What follows belongs to an exercise in optimizing a design on an open flow for small area; a production flow would make more cautious choices.
No functional check of the RTL was part of any run shown here.
Power is estimated from default activity; no workload was simulated.

**design/flow/config.mk**
```make
export PLATFORM = sky130hd
export DESIGN_NAME = fpga_top
export DESIGN_NICKNAME = fpga_top
export VERILOG_FILES = /design/flow/design.v
export SDC_FILE = /design/flow/constraint.sdc
export NUM_CORES = 4
export LEC_CHECK = 0
export CAP_MARGIN = 20
export CORE_MARGIN = 2
export CORE_UTILIZATION = 40
export SLEW_MARGIN = 20
```
**design/flow/constraint.sdc**
```tcl
create_clock -name core_clock -period 6.0 [get_ports {clk}]
set_input_delay 1.2000 -clock core_clock [delete_from_list [all_inputs] [get_ports {clk}]]
set_output_delay 1.2000 -clock core_clock [all_outputs]
set_load 0.01 [all_outputs]
```
**design/flow/design.v**
```verilog
module beacon_chars(k, j, e, first, nfeed);
  input [6:0] k;
  wire [6:0] k;
  input [4:0] j;
  wire [4:0] j;
  input [17:0] e;
  wire [17:0] e;
  input first;
  wire first;
  output nfeed;
  wire nfeed;
  wire _000_;
  wire _001_;
  wire _002_;
  wire _003_;
  wire _004_;
  wire _005_;
  wire _006_;
  wire _007_;
  wire _008_;
  wire _009_;
  wire _010_;
  wire _011_;
  wire _012_;
  wire _013_;
  wire _014_;
  wire _015_;
  wire _016_;
  wire _017_;
  wire _018_;
  wire _019_;
  wire _020_;
  wire _021_;
  wire _022_;
  wire _023_;
  wire _024_;
  wire _025_;
  wire _026_;
  wire _027_;
  wire _028_;
  wire _029_;
  wire _030_;
  wire _031_;
  wire _032_;
  wire _033_;
  wire _034_;
  wire _035_;
  wire _036_;
  wire _037_;
  wire _038_;
  wire _039_;
  wire _040_;
  wire _041_;
  wire _042_;
  wire _043_;
  wire _044_;
  wire _045_;
  wire _046_;
  wire _047_;
  wire _048_;
  wire _049_;
  wire _050_;
  wire _051_;
  wire _052_;
  wire _053_;
  wire _054_;
  wire _055_;
  wire _056_;
  wire _057_;
  wire _058_;
  wire _059_;
  wire _060_;
  wire _061_;
  wire _062_;
  wire _063_;
  wire _064_;
  wire _065_;
  wire _066_;
  wire _067_;
  wire _068_;
  wire _069_;
  wire _070_;
  wire _071_;
  wire _072_;
  wire _073_;
  wire _074_;
  wire _075_;
  wire _076_;
  wire _077_;
  wire _078_;
  wire _079_;
  wire _080_;
  wire _081_;
  wire _082_;
  wire _083_;
  wire _084_;
  wire _085_;
  wire _086_;
  wire _087_;
  wire _088_;
  wire _089_;
  wire _090_;
  wire _091_;
  wire _092_;
  wire _093_;
  wire _094_;
  wire _095_;
  wire _096_;
  wire _097_;
  wire _098_;
  wire _099_;
  wire _100_;
  wire _101_;
  wire _102_;
  wire _103_;
  wire _104_;
  wire _105_;
  wire _106_;
  wire _107_;
  wire _108_;
  wire _109_;
  wire _110_;
  wire _111_;
  wire _112_;
  wire _113_;
  wire _114_;
  wire _115_;
  wire _116_;
  wire _117_;
  wire _118_;
  wire _119_;
  wire _120_;
  wire _121_;
  wire _122_;
  wire _123_;
  wire _124_;
  wire _125_;
  wire _126_;
  wire _127_;
  wire _128_;
  wire _129_;
  wire _130_;
  wire _131_;
  wire _132_;
  wire _133_;
  wire _134_;
  wire _135_;
  wire _136_;
  wire _137_;
  wire _138_;
  wire _139_;
  wire _140_;
  wire _141_;
  wire _142_;
  wire _143_;
  wire _144_;
  wire _145_;
  wire _146_;
  wire _147_;
  wire _148_;
  wire _149_;
  wire _150_;
  wire _151_;
  wire _152_;
  wire _153_;
  wire _154_;
  wire _155_;
  wire _156_;
  wire _157_;
  wire _158_;
  wire _159_;
  wire _160_;
  wire _161_;
  wire _162_;
  wire _163_;
  wire _164_;
  wire _165_;
  wire _166_;
  wire _167_;
  wire _168_;
  wire _169_;
  wire _170_;
  wire _171_;
  wire _172_;
  wire _173_;
  wire _174_;
  wire _175_;
  wire _176_;
  wire _177_;
  wire _178_;
  wire _179_;
  wire _180_;
  wire _181_;
  wire _182_;
  wire _183_;
  wire _184_;
  wire _185_;
  wire _186_;
  wire _187_;
  wire _188_;
  wire _189_;
  wire _190_;
  wire _191_;
  wire _192_;
  wire _193_;
  wire _194_;
  wire _195_;
  wire _196_;
  wire _197_;
  wire _198_;
  wire _199_;
  wire _200_;
  wire _201_;
  wire _202_;
  wire _203_;
  wire _204_;
  wire _205_;
  wire _206_;
  wire _207_;
  wire _208_;
  wire _209_;
  wire _210_;
  wire _211_;
  wire _212_;
  wire _213_;
  wire _214_;
  wire _215_;
  wire _216_;
  wire _217_;
  wire _218_;
  wire _219_;
  wire _220_;
  wire _221_;
  wire _222_;
  wire _223_;
  wire _224_;
  wire _225_;
  wire _226_;
  wire _227_;
  wire _228_;
  wire _229_;
  wire _230_;
  wire _231_;
  wire _232_;
  wire _233_;
  wire _234_;
  wire _235_;
  wire _236_;
  wire _237_;
  wire _238_;
  wire _239_;
  wire _240_;
  wire _241_;
  wire _242_;
  wire _243_;
  wire _244_;
  wire _245_;
  wire _246_;
  wire _247_;
  wire _248_;
  wire _249_;
  wire _250_;
  wire _251_;
  wire _252_;
  wire _253_;
  wire _254_;
  wire _255_;
  wire _256_;
  wire _257_;
  wire _258_;
  wire _259_;
  wire _260_;
  wire _261_;
  wire _262_;
  wire _263_;
  wire _264_;
  wire _265_;
  wire _266_;
  wire _267_;
  wire _268_;
  wire _269_;
  wire _270_;
  wire _271_;
  wire _272_;
  wire _273_;
  wire _274_;
  wire _275_;
  wire _276_;
  wire _277_;
  wire _278_;
  wire _279_;
  wire _280_;
  assign _214_ = 4'h1 >> { e[15], e[13] };
  assign _215_ = 4'h4 >> { _214_, e[14] };
  assign _216_ = 4'h1 >> { k[5], k[6] };
  assign _217_ = 4'h1 >> { k[0], k[1] };
  assign _218_ = 4'h8 >> { k[2], k[4] };
  assign _219_ = 4'h1 >> { _218_, _217_ };
  assign _220_ = 4'h2 >> { k[0], k[4] };
  assign _221_ = 4'h1 >> { _220_, _219_ };
  assign _222_ = 4'h1 >> k[2:1];
  assign _223_ = 4'h8 >> k[2:1];
  assign _224_ = 4'h1 >> { _223_, _222_ };
  assign _225_ = 4'h1 >> { _224_, _221_ };
  assign _226_ = 4'h1 >> { _225_, k[0] };
  assign _227_ = 4'h1 >> { k[3], k[4] };
  assign _228_ = 4'h4 >> { _227_, k[2] };
  assign _229_ = 4'h1 >> { _228_, _226_ };
  assign _230_ = 4'h2 >> { _229_, _216_ };
  assign _231_ = 4'h4 >> { k[2], k[4] };
  assign _232_ = 4'h8 >> { _220_, k[3] };
  assign _233_ = 4'h1 >> { _232_, _231_ };
  assign _234_ = 4'h2 >> { _216_, k[1] };
  assign _235_ = 4'h4 >> { _234_, _233_ };
  assign _236_ = 4'h1 >> { _235_, _230_ };
  assign _237_ = 4'h8 >> { k[0], k[1] };
  assign _238_ = 4'h8 >> { _237_, k[4] };
  assign _239_ = 4'h1 >> { _238_, _218_ };
  assign _240_ = 4'h1 >> { _239_, _221_ };
  assign _241_ = 4'h4 >> { k[5], k[3] };
  assign _242_ = 4'h8 >> { _241_, _240_ };
  assign _243_ = 4'h8 >> { k[3], k[4] };
  assign _244_ = 4'h4 >> { _243_, k[5] };
  assign _245_ = 4'h4 >> { k[1], k[3] };
  assign _246_ = 4'h1 >> { _243_, _227_ };
  assign _247_ = 4'h1 >> { _246_, _245_ };
  assign _248_ = 4'h1 >> { k[2], k[0] };
  assign _249_ = 4'h2 >> { k[1], k[4] };
  assign _250_ = 4'h2 >> { _249_, _248_ };
  assign _251_ = 4'h8 >> { _250_, _247_ };
  assign _252_ = 4'h1 >> { _251_, _244_ };
  assign _253_ = 4'h4 >> { _252_, _242_ };
  assign _254_ = 4'h1 >> { k[5], k[2] };
  assign _255_ = 4'h4 >> { _254_, _237_ };
  assign _256_ = 4'h1 >> { _255_, _253_ };
  assign _257_ = 4'h8 >> { _256_, _236_ };
  assign _258_ = 4'h4 >> { k[5], k[0] };
  assign _259_ = 4'h1 >> { _258_, _251_ };
  assign _260_ = 4'h2 >> { _259_, _222_ };
  assign _261_ = 4'h1 >> { _260_, k[6] };
  assign _262_ = 4'h8 >> { k[2], k[3] };
  assign _263_ = 4'h1 >> { _262_, _243_ };
  assign _264_ = 4'h2 >> { _263_, k[1] };
  assign _265_ = 4'h4 >> { _222_, k[3] };
  assign _266_ = 4'h8 >> { _265_, k[0] };
  assign _267_ = 4'h1 >> { _266_, _262_ };
  assign _268_ = 4'h1 >> { _267_, k[5] };
  assign _269_ = 4'h1 >> { _268_, _264_ };
  assign _270_ = 4'h8 >> { _269_, _261_ };
  assign _271_ = 4'h1 >> { _270_, _257_ };
  assign _272_ = 4'h2 >> { _217_, k[5] };
  assign _273_ = 4'h4 >> { _272_, _237_ };
  assign _274_ = 4'h8 >> { _273_, _227_ };
  assign _275_ = 4'h1 >> { _274_, _271_ };
  assign _276_ = 4'h1 >> { _248_, _227_ };
  assign _277_ = 4'h8 >> { _276_, _226_ };
  assign _278_ = 4'h8 >> { _237_, k[2] };
  assign _279_ = 4'h2 >> { k[2], k[3] };
  assign _280_ = 4'h1 >> { _279_, _231_ };
  assign _000_ = 4'h1 >> { _280_, _217_ };
  assign _001_ = 4'h4 >> { _000_, _278_ };
  assign _002_ = 4'h2 >> { k[5], k[6] };
  assign _003_ = 4'h4 >> { _002_, _238_ };
  assign _004_ = 4'h4 >> { _003_, _001_ };
  assign _005_ = 4'h4 >> { _004_, _277_ };
  assign _006_ = 4'h4 >> { k[5], k[6] };
  assign _007_ = 4'h8 >> { _006_, k[4] };
  assign _008_ = 4'h4 >> { _007_, _265_ };
  assign _009_ = 4'h1 >> { _008_, _005_ };
  assign _010_ = 4'h4 >> { _009_, _275_ };
  assign _011_ = 4'h8 >> { _010_, _215_ };
  assign _012_ = 4'h4 >> { _241_, _222_ };
  assign _013_ = 4'h2 >> { _012_, _215_ };
  assign _014_ = 4'h2 >> { _246_, k[2] };
  assign _015_ = 4'h8 >> { k[5], k[6] };
  assign _016_ = 4'h4 >> { _015_, _228_ };
  assign _017_ = 4'h2 >> { _016_, k[6] };
  assign _018_ = 4'h8 >> { _249_, k[0] };
  assign _019_ = 4'h1 >> { _018_, k[1] };
  assign _020_ = 4'h2 >> { _019_, k[5] };
  assign _021_ = 4'h2 >> { _020_, _276_ };
  assign _022_ = 4'h4 >> { _021_, _010_ };
  assign _023_ = 4'h2 >> { k[2], k[0] };
  assign _024_ = 4'h4 >> { k[1], k[6] };
  assign _025_ = 4'h4 >> { _024_, _023_ };
  assign _026_ = 4'h2 >> { _024_, k[0] };
  assign _027_ = 4'h8 >> { _026_, _228_ };
  assign _028_ = 4'h1 >> { _027_, _025_ };
  assign _029_ = 4'h4 >> { _028_, _022_ };
  assign _030_ = 4'h1 >> { _029_, _256_ };
  assign _031_ = 4'h8 >> { _030_, _254_ };
  assign _032_ = 4'h1 >> { _030_, _254_ };
  assign _033_ = 4'h2 >> { _032_, _236_ };
  assign _034_ = 4'h4 >> { _033_, _031_ };
  assign _035_ = 4'h1 >> { _034_, _017_ };
  assign _036_ = 4'h8 >> { _035_, _014_ };
  assign _037_ = 4'h2 >> { _224_, k[0] };
  assign _038_ = 4'h1 >> { _037_, k[3] };
  assign _039_ = 4'h2 >> { k[0], k[1] };
  assign _040_ = 4'h8 >> { _039_, _246_ };
  assign _041_ = 4'h4 >> { k[0], k[4] };
  assign _042_ = 4'h8 >> { _041_, _262_ };
  assign _043_ = 4'h1 >> { _042_, _040_ };
  assign _044_ = 4'h4 >> { _043_, _038_ };
  assign _045_ = 4'h2 >> { _044_, _002_ };
  assign _046_ = 4'h4 >> { _247_, k[6] };
  assign _047_ = 4'h4 >> { _237_, _227_ };
  assign _048_ = 4'h2 >> { _047_, _041_ };
  assign _049_ = 4'h2 >> { k[2], k[4] };
  assign _050_ = 4'h4 >> { _049_, k[0] };
  assign _051_ = 4'h4 >> { _006_, _278_ };
  assign _052_ = 4'h4 >> { _051_, _050_ };
  assign _053_ = 4'h4 >> { _052_, _048_ };
  assign _054_ = 4'h1 >> { _053_, _046_ };
  assign _055_ = 4'h4 >> { _054_, _045_ };
  assign _056_ = 4'h1 >> { _055_, _036_ };
  assign _057_ = 4'h4 >> { _249_, k[3] };
  assign _058_ = 4'h2 >> { _057_, _216_ };
  assign _059_ = 4'h4 >> { _246_, _222_ };
  assign _060_ = 4'h2 >> { _059_, _058_ };
  assign _061_ = 4'h1 >> { _060_, _016_ };
  assign _062_ = 4'h4 >> { _061_, _056_ };
  assign _063_ = 4'h1 >> { _062_, _013_ };
  assign _064_ = 4'h1 >> { _063_, _011_ };
  assign _065_ = 4'h2 >> { _064_, j[1] };
  assign _066_ = 4'h8 >> { _056_, _018_ };
  assign _067_ = 4'h1 >> { _240_, _217_ };
  assign _068_ = 4'h1 >> { _067_, k[3] };
  assign _069_ = 4'h8 >> { _068_, _002_ };
  assign _070_ = 4'h1 >> { _041_, _248_ };
  assign _071_ = 4'h2 >> { _070_, k[1] };
  assign _072_ = 4'h4 >> { _249_, _248_ };
  assign _073_ = 4'h8 >> { _262_, k[0] };
  assign _074_ = 4'h1 >> { _073_, _072_ };
  assign _075_ = 4'h4 >> { _074_, _071_ };
  assign _076_ = 4'h8 >> { _075_, _017_ };
  assign _077_ = 4'h4 >> { _076_, _069_ };
  assign _078_ = 4'h1 >> { _077_, _030_ };
  assign _079_ = 4'h8 >> { _274_, k[0] };
  assign _080_ = 4'h1 >> { _079_, _040_ };
  assign _081_ = 4'h4 >> { _080_, _078_ };
  assign _082_ = 4'h1 >> { _081_, _215_ };
  assign _083_ = 4'h4 >> { _082_, _066_ };
  assign _084_ = 4'h1 >> { _279_, _245_ };
  assign _085_ = 4'h4 >> { _084_, _035_ };
  assign _086_ = 4'h1 >> { k[3], k[6] };
  assign _087_ = 4'h4 >> { _086_, _249_ };
  assign _088_ = 4'h4 >> { _087_, _041_ };
  assign _089_ = 4'h1 >> { _237_, k[5] };
  assign _090_ = 4'h8 >> { _047_, _006_ };
  assign _091_ = 4'h1 >> { _090_, _089_ };
  assign _092_ = 4'h4 >> { _091_, _088_ };
  assign _093_ = 4'h4 >> { _092_, _085_ };
  assign _094_ = 4'h1 >> { _246_, k[2] };
  assign _095_ = 4'h2 >> { k[0], k[6] };
  assign _096_ = 4'h4 >> { _095_, _094_ };
  assign _097_ = 4'h1 >> { _096_, _073_ };
  assign _098_ = 4'h1 >> { _097_, k[1] };
  assign _099_ = 4'h2 >> { _098_, _236_ };
  assign _100_ = 4'h4 >> { _099_, _093_ };
  assign _101_ = 4'h2 >> { _100_, _215_ };
  assign _102_ = 4'h1 >> { _101_, _083_ };
  assign _103_ = 4'h4 >> { _256_, k[6] };
  assign _104_ = 4'h2 >> { _069_, e[13] };
  assign _105_ = 4'h4 >> { _104_, _103_ };
  assign _106_ = 4'h1 >> { _105_, j[1] };
  assign _107_ = 4'h4 >> { _106_, _102_ };
  assign _108_ = 4'h1 >> { _107_, _065_ };
  assign _109_ = 4'h1 >> { _108_, j[0] };
  assign _110_ = 4'h4 >> { _214_, j[2] };
  assign _111_ = 4'h1 >> { _006_, _261_ };
  assign _112_ = 4'h1 >> { _008_, j[0] };
  assign _113_ = 4'h4 >> { _112_, _111_ };
  assign _114_ = 4'h2 >> { _113_, _215_ };
  assign _115_ = 4'h8 >> e[14:13];
  assign _116_ = 4'h1 >> { _115_, e[15] };
  assign _117_ = 4'h8 >> { j[2], j[0] };
  assign _118_ = 4'h1 >> { _117_, _116_ };
  assign _119_ = 4'h1 >> { _118_, j[1] };
  assign _120_ = 4'h4 >> { _119_, _114_ };
  assign _121_ = 4'h1 >> { _120_, _110_ };
  assign _122_ = 4'h2 >> { _243_, k[6] };
  assign _123_ = 4'h2 >> { _263_, k[0] };
  assign _124_ = 4'h4 >> { _123_, _122_ };
  assign _125_ = 4'h2 >> { _262_, k[4] };
  assign _126_ = 4'h2 >> { _073_, k[6] };
  assign _127_ = 4'h4 >> { _126_, _125_ };
  assign _128_ = 4'h1 >> { _127_, _124_ };
  assign _129_ = 4'h4 >> { _128_, _010_ };
  assign _130_ = 4'h2 >> { _129_, _215_ };
  assign _131_ = 4'h4 >> { _130_, _035_ };
  assign _132_ = 4'h2 >> { _068_, e[14] };
  assign _133_ = 4'h4 >> { _132_, _256_ };
  assign _134_ = 4'h8 >> { _133_, _056_ };
  assign _135_ = 4'h1 >> { _134_, _131_ };
  assign _136_ = 4'h2 >> { _038_, _223_ };
  assign _137_ = 4'h4 >> { _228_, k[5] };
  assign _138_ = 4'h4 >> { k[3], k[4] };
  assign _139_ = 4'h8 >> { _138_, _237_ };
  assign _140_ = 4'h1 >> { _139_, _057_ };
  assign _141_ = 4'h4 >> { _140_, _221_ };
  assign _142_ = 4'h4 >> { _141_, _137_ };
  assign _143_ = 4'h4 >> { _142_, _136_ };
  assign _144_ = 4'h1 >> { _143_, _135_ };
  assign _145_ = 4'h4 >> { _106_, _016_ };
  assign _146_ = 4'h1 >> { _274_, _243_ };
  assign _147_ = 4'h1 >> { _049_, k[3] };
  assign _148_ = 4'h1 >> { _227_, k[1] };
  assign _149_ = 4'h2 >> { _148_, e[14] };
  assign _150_ = 4'h4 >> { _149_, _147_ };
  assign _151_ = 4'h1 >> { _224_, e[14] };
  assign _152_ = 4'h4 >> { _151_, _228_ };
  assign _153_ = 4'h1 >> { _152_, _150_ };
  assign _154_ = 4'h8 >> { _153_, _146_ };
  assign _155_ = 4'h2 >> { _154_, _006_ };
  assign _156_ = 4'h1 >> { _049_, _231_ };
  assign _157_ = 4'h2 >> { _156_, _149_ };
  assign _158_ = 4'h2 >> { _157_, _216_ };
  assign _159_ = 4'h2 >> { _258_, k[6] };
  assign _160_ = 4'h2 >> { _159_, _253_ };
  assign _161_ = 4'h1 >> { _265_, _217_ };
  assign _162_ = 4'h1 >> { _161_, _267_ };
  assign _163_ = 4'h1 >> { _162_, _139_ };
  assign _164_ = 4'h4 >> { _163_, _160_ };
  assign _165_ = 4'h1 >> { _164_, _158_ };
  assign _166_ = 4'h4 >> { _037_, k[4] };
  assign _167_ = 4'h4 >> { _124_, _249_ };
  assign _168_ = 4'h2 >> { _167_, _058_ };
  assign _169_ = 4'h1 >> { _168_, e[14] };
  assign _170_ = 4'h1 >> { _169_, _166_ };
  assign _171_ = 4'h4 >> { _170_, _165_ };
  assign _172_ = 4'h1 >> { _171_, _155_ };
  assign _173_ = 4'h8 >> { _014_, _273_ };
  assign _174_ = 4'h8 >> { _138_, _222_ };
  assign _175_ = 4'h1 >> { _174_, e[13] };
  assign _176_ = 4'h4 >> { _175_, _173_ };
  assign _177_ = 4'h4 >> { _176_, _172_ };
  assign _178_ = 4'h2 >> { _177_, _145_ };
  assign _179_ = 4'h4 >> { _178_, _144_ };
  assign _180_ = 4'h1 >> { _145_, _135_ };
  assign _181_ = 4'h2 >> { _180_, j[0] };
  assign _182_ = 4'h4 >> { _181_, _179_ };
  assign _183_ = 4'h1 >> { _182_, _121_ };
  assign _184_ = 4'h4 >> { _183_, _109_ };
  assign _185_ = 4'h8 >> { _120_, j[2] };
  assign _186_ = 4'h4 >> { _185_, _131_ };
  assign _187_ = 4'h8 >> { e[2], e[4] };
  assign _188_ = 4'h8 >> { e[0], e[3] };
  assign _189_ = 4'h8 >> { _188_, e[1] };
  assign _190_ = 4'h8 >> { _189_, _187_ };
  assign _191_ = 4'h1 >> { _190_, e[5] };
  assign _192_ = 4'h2 >> { _191_, e[6] };
  assign _193_ = 4'h1 >> { _192_, e[7] };
  assign _194_ = 4'h2 >> { _193_, e[8] };
  assign _195_ = 4'h1 >> e[10:9];
  assign _196_ = 4'h4 >> { _195_, _194_ };
  assign _197_ = 4'h8 >> { e[11], e[12] };
  assign _198_ = 4'h4 >> { _197_, _196_ };
  assign _199_ = 4'h2 >> { e[15], e[17] };
  assign _200_ = 4'h4 >> { _199_, first };
  assign _201_ = 4'h8 >> { _200_, _115_ };
  assign _202_ = 4'h4 >> { _201_, _198_ };
  assign _203_ = 4'h2 >> { _202_, e[16] };
  assign _204_ = 4'h8 >> { _117_, j[1] };
  assign _205_ = 4'h8 >> j[2:1];
  assign _206_ = 4'h8 >> { _205_, _215_ };
  assign _207_ = 4'h2 >> { _206_, j[3] };
  assign _208_ = 4'h1 >> { _207_, _204_ };
  assign _209_ = 4'h2 >> { e[16], e[17] };
  assign _210_ = 4'h1 >> { _209_, j[4] };
  assign _211_ = 4'h4 >> { _210_, _208_ };
  assign _212_ = 4'h4 >> { _211_, _203_ };
  assign _213_ = 4'h4 >> { _212_, _186_ };
  assign nfeed = 4'h4 >> { _213_, _184_ };
endmodule
module beacon_engine (
    input  clk,
    input  rst_n,
    output nfeed,      
    output reg ld,     
    output reg hold,   
    output reg en      
);
reg  [8:0] w;               
reg  [4:0] j;               
reg  [12:0] lo;
reg  [4:0] hi;
reg        cy;
reg        first;           
reg        sw;              
reg        adv;             
reg        wrap;            
wire [4:0] ht = hi + {4'd0, cy};
wire [17:0] e = {ht, lo};
reg  [17:0] op;
always @(*) begin
  if (sw) op = 18'd390;
  else if (adv) op = wrap ? 18'h2_028D : 18'h3_892E;
  else if (tk) op = 18'h3_692E;
  else op = 18'd0;
end
wire [13:0] c;
wire [12:0] lo_n;
assign c[0] = 1'b0;
genvar i;
generate for (i = 0; i < 13; i = i + 1) begin : g_add
  assign lo_n[i] = lo[i] ^ op[i] ^ c[i];
  assign c[i+1] = (lo[i] & op[i]) | (c[i] & (lo[i] ^ op[i]));
end endgenerate
wire last = (w == 9'd1);
wire tk = ld;               
always @(posedge clk or negedge rst_n)
  if (!rst_n) begin
    w <= 9'd151; j <= 5'd25; lo <= 13'h0B3D; hi <= 5'h1B; cy <= 1'b0;
    first <= 1'b1; en <= 1'b0; sw <= 1'b0; adv <= 1'b0; wrap <= 1'b0;
    ld <= 1'b0; hold <= 1'b1;
  end else begin
    if (tk) begin
      w <= (j == 5'd25) ? 9'd379 : 9'd433;
      j <= (j == 5'd25) ? 5'd7 : j + 5'd1;
    end else
      w <= w - 9'd1;
    lo <= lo_n;
    hi <= hi + op[17:13] + {4'd0, cy};
    cy <= c[13];
    if (w == 9'd100) sw <= 1'b1;
    else if (last) sw <= 1'b0;
    adv <= last & (j == 5'd16);
    wrap <= ~ht[4] & ((ht[3] & ht[2]) | ((ht[3:0] == 4'd11) & (lo >= 13'h51B)));
    if (adv && wrap) first <= 1'b0;
    if (tk) en <= 1'b1;
    ld <= last;
    hold <= ~last;
  end
beacon_chars u_chars (.k(w[6:0]), .j(j), .e(e), .first(first), .nfeed(nfeed));
endmodule
module fpga_top (
output tx_R19,
output tx_T11,
output tx_T10,
output tx_T12,
output tx_U12,
output tx_U13,
output tx_V13,
output tx_V12,
output tx_W13,
output tx_T14,
output tx_T15,
output tx_P14,
output tx_R14,
output tx_Y16,
output tx_Y17,
output tx_W14,
output tx_Y14,
output tx_T16,
output tx_U17,
output tx_V15,
output tx_W15,
output tx_U14,
output tx_U15,
output tx_U18,
output tx_U19,
output tx_P19,
output tx_N20,
output tx_P20,
output tx_T20,
output tx_U20,
output tx_V20,
output tx_W20,
output tx_Y18,
output tx_Y19,
output tx_V16,
output tx_W16,
output tx_R16,
output tx_R17,
output tx_T17,
output tx_R18,
output tx_V17,
output tx_V18,
output tx_W18,
output tx_W19,
output tx_N17,
output tx_P18,
output tx_P15,
output tx_P16,
output tx_T19,
output tx_G14,
output tx_C20,
output tx_B20,
output tx_B19,
output tx_A20,
output tx_E17,
output tx_D18,
output tx_D19,
output tx_D20,
output tx_E18,
output tx_E19,
output tx_F16,
output tx_F17,
output tx_M19,
output tx_M20,
output tx_M17,
output tx_M18,
output tx_L19,
output tx_L20,
output tx_K19,
output tx_J19,
output tx_L16,
output tx_L17,
output tx_K17,
output tx_K18,
output tx_H16,
output tx_H17,
output tx_J18,
output tx_H18,
output tx_F19,
output tx_F20,
output tx_G17,
output tx_G18,
output tx_J20,
output tx_H20,
output tx_G19,
output tx_G20,
output tx_H15,
output tx_G15,
output tx_K14,
output tx_J14,
output tx_N15,
output tx_N16,
output tx_L14,
output tx_L15,
output tx_M14,
output tx_M15,
output tx_K16,
output tx_J16,
output tx_J15,
input clk,
input rst_n );
wire nfeed, ld, hold, en;
beacon_engine u_eng (.clk(clk), .rst_n(rst_n), .nfeed(nfeed), .ld(ld), .hold(hold), .en(en));
reg [99:1] sh;
reg [99:1] p;
always @(posedge clk) sh <= {sh[98:1], nfeed};
always @(posedge clk) p <= (sh & {99{ld}}) | (p & {99{hold}});
assign tx_R19 = ~(p[1] & en);
assign tx_T11 = ~(p[2] & en);
assign tx_T10 = ~(p[3] & en);
assign tx_T12 = ~(p[4] & en);
assign tx_U12 = ~(p[5] & en);
assign tx_U13 = ~(p[6] & en);
assign tx_V13 = ~(p[7] & en);
assign tx_V12 = ~(p[8] & en);
assign tx_W13 = ~(p[9] & en);
assign tx_T14 = ~(p[10] & en);
assign tx_T15 = ~(p[11] & en);
assign tx_P14 = ~(p[12] & en);
assign tx_R14 = ~(p[13] & en);
assign tx_Y16 = ~(p[14] & en);
assign tx_Y17 = ~(p[15] & en);
assign tx_W14 = ~(p[16] & en);
assign tx_Y14 = ~(p[17] & en);
assign tx_T16 = ~(p[18] & en);
assign tx_U17 = ~(p[19] & en);
assign tx_V15 = ~(p[20] & en);
assign tx_W15 = ~(p[21] & en);
assign tx_U14 = ~(p[22] & en);
assign tx_U15 = ~(p[23] & en);
assign tx_U18 = ~(p[24] & en);
assign tx_U19 = ~(p[25] & en);
assign tx_P19 = ~(p[26] & en);
assign tx_N20 = ~(p[27] & en);
assign tx_P20 = ~(p[28] & en);
assign tx_T20 = ~(p[29] & en);
assign tx_U20 = ~(p[30] & en);
assign tx_V20 = ~(p[31] & en);
assign tx_W20 = ~(p[32] & en);
assign tx_Y18 = ~(p[33] & en);
assign tx_Y19 = ~(p[34] & en);
assign tx_V16 = ~(p[35] & en);
assign tx_W16 = ~(p[36] & en);
assign tx_R16 = ~(p[37] & en);
assign tx_R17 = ~(p[38] & en);
assign tx_T17 = ~(p[39] & en);
assign tx_R18 = ~(p[40] & en);
assign tx_V17 = ~(p[41] & en);
assign tx_V18 = ~(p[42] & en);
assign tx_W18 = ~(p[43] & en);
assign tx_W19 = ~(p[44] & en);
assign tx_N17 = ~(p[45] & en);
assign tx_P18 = ~(p[46] & en);
assign tx_P15 = ~(p[47] & en);
assign tx_P16 = ~(p[48] & en);
assign tx_T19 = ~(p[49] & en);
assign tx_G14 = ~(p[50] & en);
assign tx_C20 = ~(p[51] & en);
assign tx_B20 = ~(p[52] & en);
assign tx_B19 = ~(p[53] & en);
assign tx_A20 = ~(p[54] & en);
assign tx_E17 = ~(p[55] & en);
assign tx_D18 = ~(p[56] & en);
assign tx_D19 = ~(p[57] & en);
assign tx_D20 = ~(p[58] & en);
assign tx_E18 = ~(p[59] & en);
assign tx_E19 = ~(p[60] & en);
assign tx_F16 = ~(p[61] & en);
assign tx_F17 = ~(p[62] & en);
assign tx_M19 = ~(p[63] & en);
assign tx_M20 = ~(p[64] & en);
assign tx_M17 = ~(p[65] & en);
assign tx_M18 = ~(p[66] & en);
assign tx_L19 = ~(p[67] & en);
assign tx_L20 = ~(p[68] & en);
assign tx_K19 = ~(p[69] & en);
assign tx_J19 = ~(p[70] & en);
assign tx_L16 = ~(p[71] & en);
assign tx_L17 = ~(p[72] & en);
assign tx_K17 = ~(p[73] & en);
assign tx_K18 = ~(p[74] & en);
assign tx_H16 = ~(p[75] & en);
assign tx_H17 = ~(p[76] & en);
assign tx_J18 = ~(p[77] & en);
assign tx_H18 = ~(p[78] & en);
assign tx_F19 = ~(p[79] & en);
assign tx_F20 = ~(p[80] & en);
assign tx_G17 = ~(p[81] & en);
assign tx_G18 = ~(p[82] & en);
assign tx_J20 = ~(p[83] & en);
assign tx_H20 = ~(p[84] & en);
assign tx_G19 = ~(p[85] & en);
assign tx_G20 = ~(p[86] & en);
assign tx_H15 = ~(p[87] & en);
assign tx_G15 = ~(p[88] & en);
assign tx_K14 = ~(p[89] & en);
assign tx_J14 = ~(p[90] & en);
assign tx_N15 = ~(p[91] & en);
assign tx_N16 = ~(p[92] & en);
assign tx_L14 = ~(p[93] & en);
assign tx_L15 = ~(p[94] & en);
assign tx_M14 = ~(p[95] & en);
assign tx_M15 = ~(p[96] & en);
assign tx_K16 = ~(p[97] & en);
assign tx_J16 = ~(p[98] & en);
assign tx_J15 = ~(p[99] & en);
endmodule
```
**design/flow/flow/run.sh**
```bash
#!/bin/bash
# Standard ORFS layout with small port buffers and a small clock tree.
set -o pipefail
bash standard.sh \
  ABC_AREA=1 \
  BUFFER_PORTS_ARGS="-buffer_cell sky130_fd_sc_hd__buf_1" \
  CTS_ARGS="-sink_clustering_enable -repair_clock_nets -dont_use_dummy_load -sink_clustering_size 10 -sink_clustering_max_diameter 40 -buf_list {sky130_fd_sc_hd__clkbuf_4}" \
  finish > flow.log 2>&1
```
**design/flow/standard.sh**
```bash
#!/bin/bash
# synth_recipe.tcl (not shown) runs the flow's synth.tcl, then flattens the netlist and writes it again
# the make line also repeats each setting of config.mk as NAME=value (left out here)
make -C /OpenROAD-flow-scripts/flow DESIGN_CONFIG=/design/flow/config.mk WORK_HOME=/design/flow/orfs CLKGATE_MAP_FILE= SYNTH_SCRIPT=/design/flow/synth_recipe.tcl "${@:-finish}"
```
==> summary.md, run 1 <==
| Metric | Value |
|---|---|
| Status | `timing/DRC/antenna clean` |
| Largest net degree at the start of global routing | `101` |
| Fmax | `190 MHz` |
| Setup TNS | `0 ns` |
| Max Cap Viol | `0` |
| Yosys top cell area share | `46.1%` |
| Placeable Area | `21100 um2` |
| Post-CTS Resized | `0` |
| Detailed placement HPWL | `12100 um` |
| Post-route ant nets | `0` |
| Slowest stage delay, CP | `0.43 ns` |
| GP Congestion | `0.946` |
| Cell Chain, Critical Path | `nand2_1 -> nor2_1 -> ha_1 -> inv_1 -> fa_1 -> fa_1 -> fa_1 -> inv_1 -> ha_1 -> inv_1 -> fa_1 -> inv_1 -> ha_1 -> inv_1 -> fa_1 -> fa_1 -> fa_1 -> inv_1 -> ha_1 -> inv_1 -> fa_1 -> inv_1 -> ha_1` |
| Final Hold Viols | `0` |
| CTS tree | `done` |
| CP Launch Point | `u_eng.adv` |
| Cell family with most CP delay | `adder cells` |
| Top FF cell, synth | `dfxtp_1` |
| Synth warn | `2` |
| Skew final | `0.0830 ns` |
| Fin cells | `1243` |
| Post-DR wirelength/cell | `15.1 um` |
| Cts hold-fix bufs | `0` |
| Top-count cell post-synth | `dfxtp_1` |
| Num rows | `53` |
| EDFF count, synth | `0` |
| Vias per Instance | `5.04` |
| LEAKAGE | `0.00398 uW` |
| Reg clk slew, reported paths | `0.10 ns` |
| Global Route Usage Sum | `16.5%` |
| Synth top cells by count | `dfxtp_1 (198), nand2_1 (196), a22o_1 (99)` |
| Area grow syn2layout | `9.76%` |
| # nets final | `1009` |
| Period utilization | `87.9%` |
| Ys async rst share | `16.8%` |
| Worst slew margin | `30.5%` |
| Post-Syn Area | `8610 um2` |
| Drt initial violations | `460` |
| Post-Syn Instances | `871` |
| CTS sink cnt | `238` |
| Die width | `151 um` |
| Final worst path period need | `5.27 ns` |
| Via count | `6261` |
| Syn Nets | `911` |
| Die Footprint | `22700 um2` |
| Starting Density | `40.8%` |
| Critical Path RT | `6.44 ns` |
| Die Height | `151 um` |
| Top-level I/O count | `101` |
| Residual DRC count | `0` |
| Hold WC Path Type | `reg -> reg` |
| Gr ovfl total | `0` |
| Critical R2R Launch | `u_eng.adv` |
| Final setup fails | `0` |
| Fin. max-slew vios | `0` |
| DP Cell Count | `1207` |
| Setup CP Type | `reg -> reg` |
| Port-buffer cells | `100` |
| Top post-synthesis cells by area | `dfxtp_1 (46%), a22o_1 (10%), nand2_1 (8.5%), dfstp_2 (6.7%), dfrtp_1 (5.2%)` |
| Max clock buf depth | `3` |
| Routed WL | `18800 um` |
| Kind of end point of the critical path | `flip-flop` |
| Synth Register Bits | `238` |
| Crit path buf inv count | `8` |
| Vias in the first global route | `5943` |
| DR pass1 iterations | `5` |
| Initial antenna violation count | `1` |
| Unrepaired setup endpoints after global routing | `no` |
| Root Driver | `clkbuf_4` |
| Worst-Skew Late Latency | `0.63 ns` |
| Worst VDD drop | `0.000122 V` |
| Num CTS Buffers | `35` |
| Share of cells above drive strength 1 | `8.58%` |
| Hold Path Origin | `sh[1]` |
| Global-route wire length before repair | `30200 um` |
| CP max stage cell | `fa_1` |
| Post-CTS setup buffer count | `0` |
| Worst Path Max Fanout | `4` |
| Seq/Total Area, Yosys | `58.0%` |
| Avg Cell Area, Syn | `9.88 um2` |
| Worst-Margin Slew | `1.04 ns` |
| Pwr dens | `248 nW/um2` |
| CP startpoint kind | `flip-flop` |
| Largest area contributor in the netlist | `dfxtp_1` |
| Critical path arrival | `5.71 ns` |
| Synth cell types | `40` |
| H-tree depth | `2` |
==> final timing paths <==
check	slack, ns	end	cells after the start
worst max-delay path	0.73	u_eng.lo[12]	23
worst min-delay path	0.30	sh[2]	0
worst max register to register	0.73	u_eng.lo[12]	23
worst min register to register	0.30	sh[2]	0
max in group asynchronous	4.54	u_eng.ld	1
min in group asynchronous	0.74	u_eng.lo[6]	1
==> through the flow <==
step / hold slack, ns / util [%] / setup WS [ns] / cell area, um2 / total power [uW]
final: 0.297 / 44.8 / 0.727 / 9450 / 2340
after global routing: 0.295 / 44.8 / 0.329 / 9450 / 2450
after CTS: 0.301 / 44.8 / 0.671 / 9440 / 2390
after detailed placement: 0.337 / 43.5 / 0.694 / 9180 / 1620
after global placement: 0.336 / 43.5 / 0.748 / 9180 / 1620
after floorplan: 0.332 / - / 0.938 / 8610 / 1620
==> power breakdown <==
group | leakage, uW | internal (uW) | switching (uW)
Combinational | 0.00176 | 0.236 | 5.17
Sequential | 0.00205 | 1580 | 0
Clock | 0.000161 | 269 | 485
==> registers in the layout, indices dropped and copies added (netlist names), 5 cells and up <==
name and flops:
u_eng.j 5, sh 99, u_eng.lo 13, p 99
u_eng.w 9, u_eng.hi 5
==> per-layer routing <==
| layer | wire, um | GRT usage, % | share of wire, % |
|---|---|---|---|
| met3 | 1110 | 3.64 | 5.9 |
| met1 | 9100 | 23.4 | 48 |
| met4 | 456 | 5.56 | 2.4 |
| met2 | 8130 | 24.9 | 43 |
| met5 | 0 | 0 | 0 |
==> area by class of cell <==
cell class	instances	area, um2
antenna	1	2.50
inverter	83	313
timing repair buffer	102	392
clock buffer	35	263
tap	275	344
fill	2063	11600
multi-input combinational	509	3130
sequential	238	5000
==> worst register-to-register path: stages, from the launching register on <==
cell	delay, ns
dfrtp_1	0.38
nand2_1	0.10
nor2_1	0.14
ha_1	0.16
inv_1	0.05
fa_1	0.41
fa_1	0.42
fa_1	0.40
inv_1	0.07
ha_1	0.14
inv_1	0.05
fa_1	0.41
inv_1	0.07
ha_1	0.13
inv_1	0.05
fa_1	0.41
fa_1	0.43
fa_1	0.39
inv_1	0.07
ha_1	0.13
inv_1	0.05
fa_1	0.40
inv_1	0.07
ha_1	0.22
==> cell usage in the layout (no fill, tap or decap), types with 4 or more instances in the layout <==
cell type and n:
a21oi_1 26, a22o_1 99, a31oi_1 5, buf_1 99, clkbuf_4 35, dfrtp_1 16, dfstp_2 21, dfxtp_1 198
fa_1 10, ha_1 28, inv_1 78, inv_2 4, nand2_1 196, nand2_2 5, nand3_1 27, nand4_1 6
nor2_1 34, nor3_1 15, o211ai_1 4, o21ai_0 23, or2_2 4, xor2_1 7
==> cells by family (layout without fill, tap and decap cells) <==
group | count (synthesis) | after routing | synth area share (%)
buffers and inverters | 124 | 220 | 5.64
AOI/OAI and AO/OA | 171 | 171 | 15.0
other | 0 | 1 | 0
xor gates and xnor gates | 7 | 7 | 0.712
DFF | 238 | 238 | 58.0
adders and majority gates | 38 | 38 | 6.40
and+or+nand+nor | 293 | 293 | 14.2
==> inputs of run 2 (changes only) <==
==> design/flow/flow/run.sh (replaced) <==
#!/bin/bash
# Standard ORFS layout with small port buffers and a small clock tree.
set -o pipefail
bash standard.sh \
  ABC_AREA=1 CORE_UTILIZATION=65 PLACE_DENSITY=0.75 \
  BUFFER_PORTS_ARGS="-buffer_cell sky130_fd_sc_hd__buf_1" \
  CTS_ARGS="-sink_clustering_enable -repair_clock_nets -dont_use_dummy_load -sink_clustering_size 10 -sink_clustering_max_diameter 40 -buf_list {sky130_fd_sc_hd__clkbuf_4}" \
  finish > flow.log 2>&1
==> run 2 against run 1 <==
Effect of this change:
- global-route usage rose by 9.8 points
- clock skew fell by 0.018 ns
- design area fell by 1.6%
- first-iteration DRC count fell by 4.6%
- sequential share of layout area rose by 0.83 points
- sequential cell count did not move
- final cell count fell by 8.2%
- clock-buffer cell count fell by 4
- still clean on timing, DRC and antenna
- largest power group unchanged
- routed wire length fell by 0.66%
- via count rose by 2.2%
- maximum frequency fell by 2.8%
==> summary.md, run 2 <==
| Metric | Value |
|---|---|
| Status | `timing/DRC/antenna clean` |
| Top-count cell post-synth | `dfxtp_1` |
| Setup CP Type | `reg -> reg` |
| Worst slew margin | `35.0%` |
| Gr ovfl total | `0` |
| Yosys top cell area share | `46.1%` |
| Critical Path RT | `6.52 ns` |
| Reg power frac | `69.5%` |
| Post-CTS setup buffer count | `0` |
| # nets final | `1005` |
| H-tree depth | `1` |
| Synth warn | `2` |
| Port-buffer cells | `100` |
| Avg Cell Area, Syn | `9.88 um2` |
| Reg clk slew, reported paths | `0.10 ns` |
| Syn Nets | `911` |
| Seq/Total Area, Yosys | `58.0%` |
| Cell Chain, Critical Path | `nand2_1 -> nor2_1 -> ha_1 -> inv_1 -> fa_1 -> fa_1 -> fa_1 -> inv_1 -> ha_1 -> inv_1 -> fa_1 -> inv_1 -> ha_1 -> inv_1 -> fa_1 -> fa_1 -> fa_1 -> inv_1 -> ha_1 -> inv_1 -> fa_1 -> inv_1 -> ha_1` |
| Internal | `1820 uW` |
| Post-DR wirelength/cell | `16.4 um` |
| Max clock buf depth | `3` |
| Top FF cell, synth | `dfxtp_1` |
| Layout fillers | `995` |
| Kind of end point of the critical path | `flip-flop` |
| GR Util met2 | `42.6%` |
| Worst VDD drop | `0.000196 V` |
| Largest area contributor in the netlist | `dfxtp_1` |
| Routed WL | `18700 um` |
| Final setup fails | `0` |
| Root Driver | `clkbuf_4` |
| CP startpoint kind | `flip-flop` |
| CTS tree | `done` |
| Met3 usage | `5.60%` |
| Clock power share | `30.2%` |
| Skew final | `0.0647 ns` |
| Residual DRC count | `0` |
| GP Congestion | `0.974` |
| Largest net degree at the start of global routing | `111` |
| Global-route wire length before repair | `30600 um` |
| Met1 Usage GRT | `36.1%` |
| Num CTS Buffers | `31` |
| Post-Syn Area | `8610 um2` |
| Total power draw | `2280 uW` |
| Cell family with most CP delay | `adder cells` |
| Drt initial violations | `439` |
| Post-Syn Instances | `871` |
| Period utilization | `90.4%` |
| Unrepaired setup endpoints after global routing | `no` |
| LEAKAGE | `0.00396 uW` |
| Starting Density | `65.8%` |
| Final worst path period need | `5.43 ns` |
| Slowest stage delay, CP | `0.42 ns` |
| Detailed placement HPWL | `12600 um` |
| Die Footprint | `14200 um2` |
| Ys async rst share | `16.8%` |
| Top-level I/O count | `101` |
| Placeable Area | `13100 um2` |
| Worst-Margin Slew | `0.976 ns` |
| Synth Register Bits | `238` |
| EDFF count, synth | `0` |
| CTS sink cnt | `238` |
| Top post-synthesis cells by area | `dfxtp_1 (46%), a22o_1 (10%), nand2_1 (8.5%), dfstp_2 (6.7%), dfrtp_1 (5.2%)` |
| Hold WC Path Type | `reg -> reg` |
| Area grow syn2layout | `8.01%` |
| Busiest grt layer | `met2` |
| Post-CTS Resized | `0` |
| Global Route Usage Sum | `26.3%` |
| Vias in the first global route | `6340` |
| DR pass1 iterations | `5` |
| Setup TNS | `0 ns` |
| Vias per Instance | `5.61` |
| Critical path arrival | `5.94 ns` |
| Final Hold Viols | `0` |
| Commonest non-fill, non-tap cells in the layout | `dfxtp_1 (198), nand2_1 (196), a22o_1 (99), buf_1 (99), inv_1 (78)` |
| Sw Pwr | `458 uW` |
| Sw Share | `20.1%` |
| Worst Path Max Fanout | `4` |
| Worst-Skew Late Latency | `0.66 ns` |
| Fmax | `184 MHz` |
| Cts hold-fix bufs | `0` |
| Initial antenna violation count | `2` |
| Pwr dens | `245 nW/um2` |
| Share of cells above drive strength 1 | `8.20%` |
| Fin. max-slew vios | `0` |
| CP max stage cell | `fa_1` |
| Multi-input gate area | `3130 um2` |
| Largest registers | `p: 99 flops, sh: 99 flops, u_eng.lo: 13 flops` |
| Synth cell types | `40` |
| Via count | `6399` |
| Max Cap Viol | `0` |
| Commonest non-fill, non-tap cell in the layout | `dfxtp_1` |
| Register area | `5000 um2` |
| Die width | `119 um` |
| Num rows | `42` |
| Gate power share | `0.2%` |
| Crit path buf inv count | `8` |
| Post-route ant nets | `0` |
| Die Height | `119 um` |
| Synth top cells by count | `dfxtp_1 (198), nand2_1 (196), a22o_1 (99)` |
-- run 2: cell counts after synthesis --
Identical to the previous run, type by type.
-- run 2: logic make-up after synthesis --
family | Yosys count | share of synthesized area [%]
xor+xnor | 7 | 0.712
fa+ha+maj | 38 | 6.40
buf+inv | 124 | 5.64
compound gates | 171 | 15.0
simple gates | 293 | 14.2
flops | 238 | 58.0
-- run 2: metrics by stage --
step | hold slack [ns] | util (%) | worst slack, ns | cells | instance area, um2
6_report | 0.313 | 71.0 | 0.575 | 1141 | 9300
3_3_place_gp | 0.334 | 69.2 | 0.807 | 1108 | 9050
5_1_grt | 0.276 | 71.0 | 0.323 | 1140 | 9290
4_1_cts | 0.287 | 71.0 | 0.555 | 1139 | 9290
2_1_floorplan | 0.332 | - | 0.938 | 871 | 8610
3_5_place_dp | 0.338 | 69.2 | 0.621 | 1108 | 9050
-- run 2: worst paths after layout --
kind	from	end	slack [ns]	cells after the start
worst min-delay path	sh[96]	sh[97]	0.31	0
worst max-delay path	u_eng.adv	u_eng.lo[12]	0.57	23
worst max register to register	u_eng.adv	u_eng.lo[12]	0.57	23
min in group asynchronous	rst_n	u_eng.en	0.65	1
worst min register to register	sh[96]	sh[97]	0.31	0
max in group asynchronous	rst_n	u_eng.ld	4.66	1
-- run 2: worst register-to-register path, stage by stage (launching register included) --
cell	delay, ns
dfrtp_1	0.40
nand2_1	0.11
nor2_1	0.19
ha_1	0.18
inv_1	0.05
fa_1	0.41
fa_1	0.42
fa_1	0.40
inv_1	0.07
ha_1	0.14
inv_1	0.05
fa_1	0.41
inv_1	0.08
ha_1	0.15
inv_1	0.05
fa_1	0.42
fa_1	0.42
fa_1	0.39
inv_1	0.06
ha_1	0.13
inv_1	0.05
fa_1	0.41
inv_1	0.06
ha_1	0.23
-- run 2: layout make-up --
type | instances | share of cell area (%)
multi-input combinational | 509 | 33.7
timing repair buffer | 102 | 4.25
inverter | 83 | 3.37
clock buffer | 31 | 2.50
tap | 176 | 2.37
antenna | 2 | 0.0538
sequential | 238 | 53.8
-- run 2: layer usage --
layer | vias up | share of wire, %
met5 | - | 0
li1 | 3075 | -
met4 | 0 | 1.5
met2 | 194 | 47
met1 | 3103 | 45
met3 | 27 | 6.3
-- run 2: power groups by stage --
stage               clock network [uW]  registers, uW  logic [uW]
floorplan                            0           1620     0.00170
global placement                     0           1620        5.23
detailed placement                   0           1620        5.54
CTS                                708           1580        5.55
global route                       780           1580        6.42
finish                             689           1580        5.08

[static timing again, ports no longer ideal]
The results above use ideal ports. As a check the final layouts listed here were re-extracted and re-timed, cells and wires unchanged. Step 1 assumes that a clkbuf_16 drives the clock port and a buf_2 every other input. Step 2 times the ports against the registers' clock, not the clock port: input delays grow and output delays shrink by t, the midpoint of the rising clock arrivals with the driver on. Slacks: ideal ports / drivers / drivers and shift; pairs: ideal ports / drivers.
run	t, ns	slack for setup (ns)	worst setup path at the end	latest minus earliest clock arrival (ns)	cell pins on the clock port's net
run 1	0.625	0.727 / 0.727 / 0.727	register to register	0.088 / 0.088	1
run 2	0.660	0.575 / 0.575 / 0.575	register to register	0.065 / 0.065	1
After both steps setup and hold are still met in every run listed.
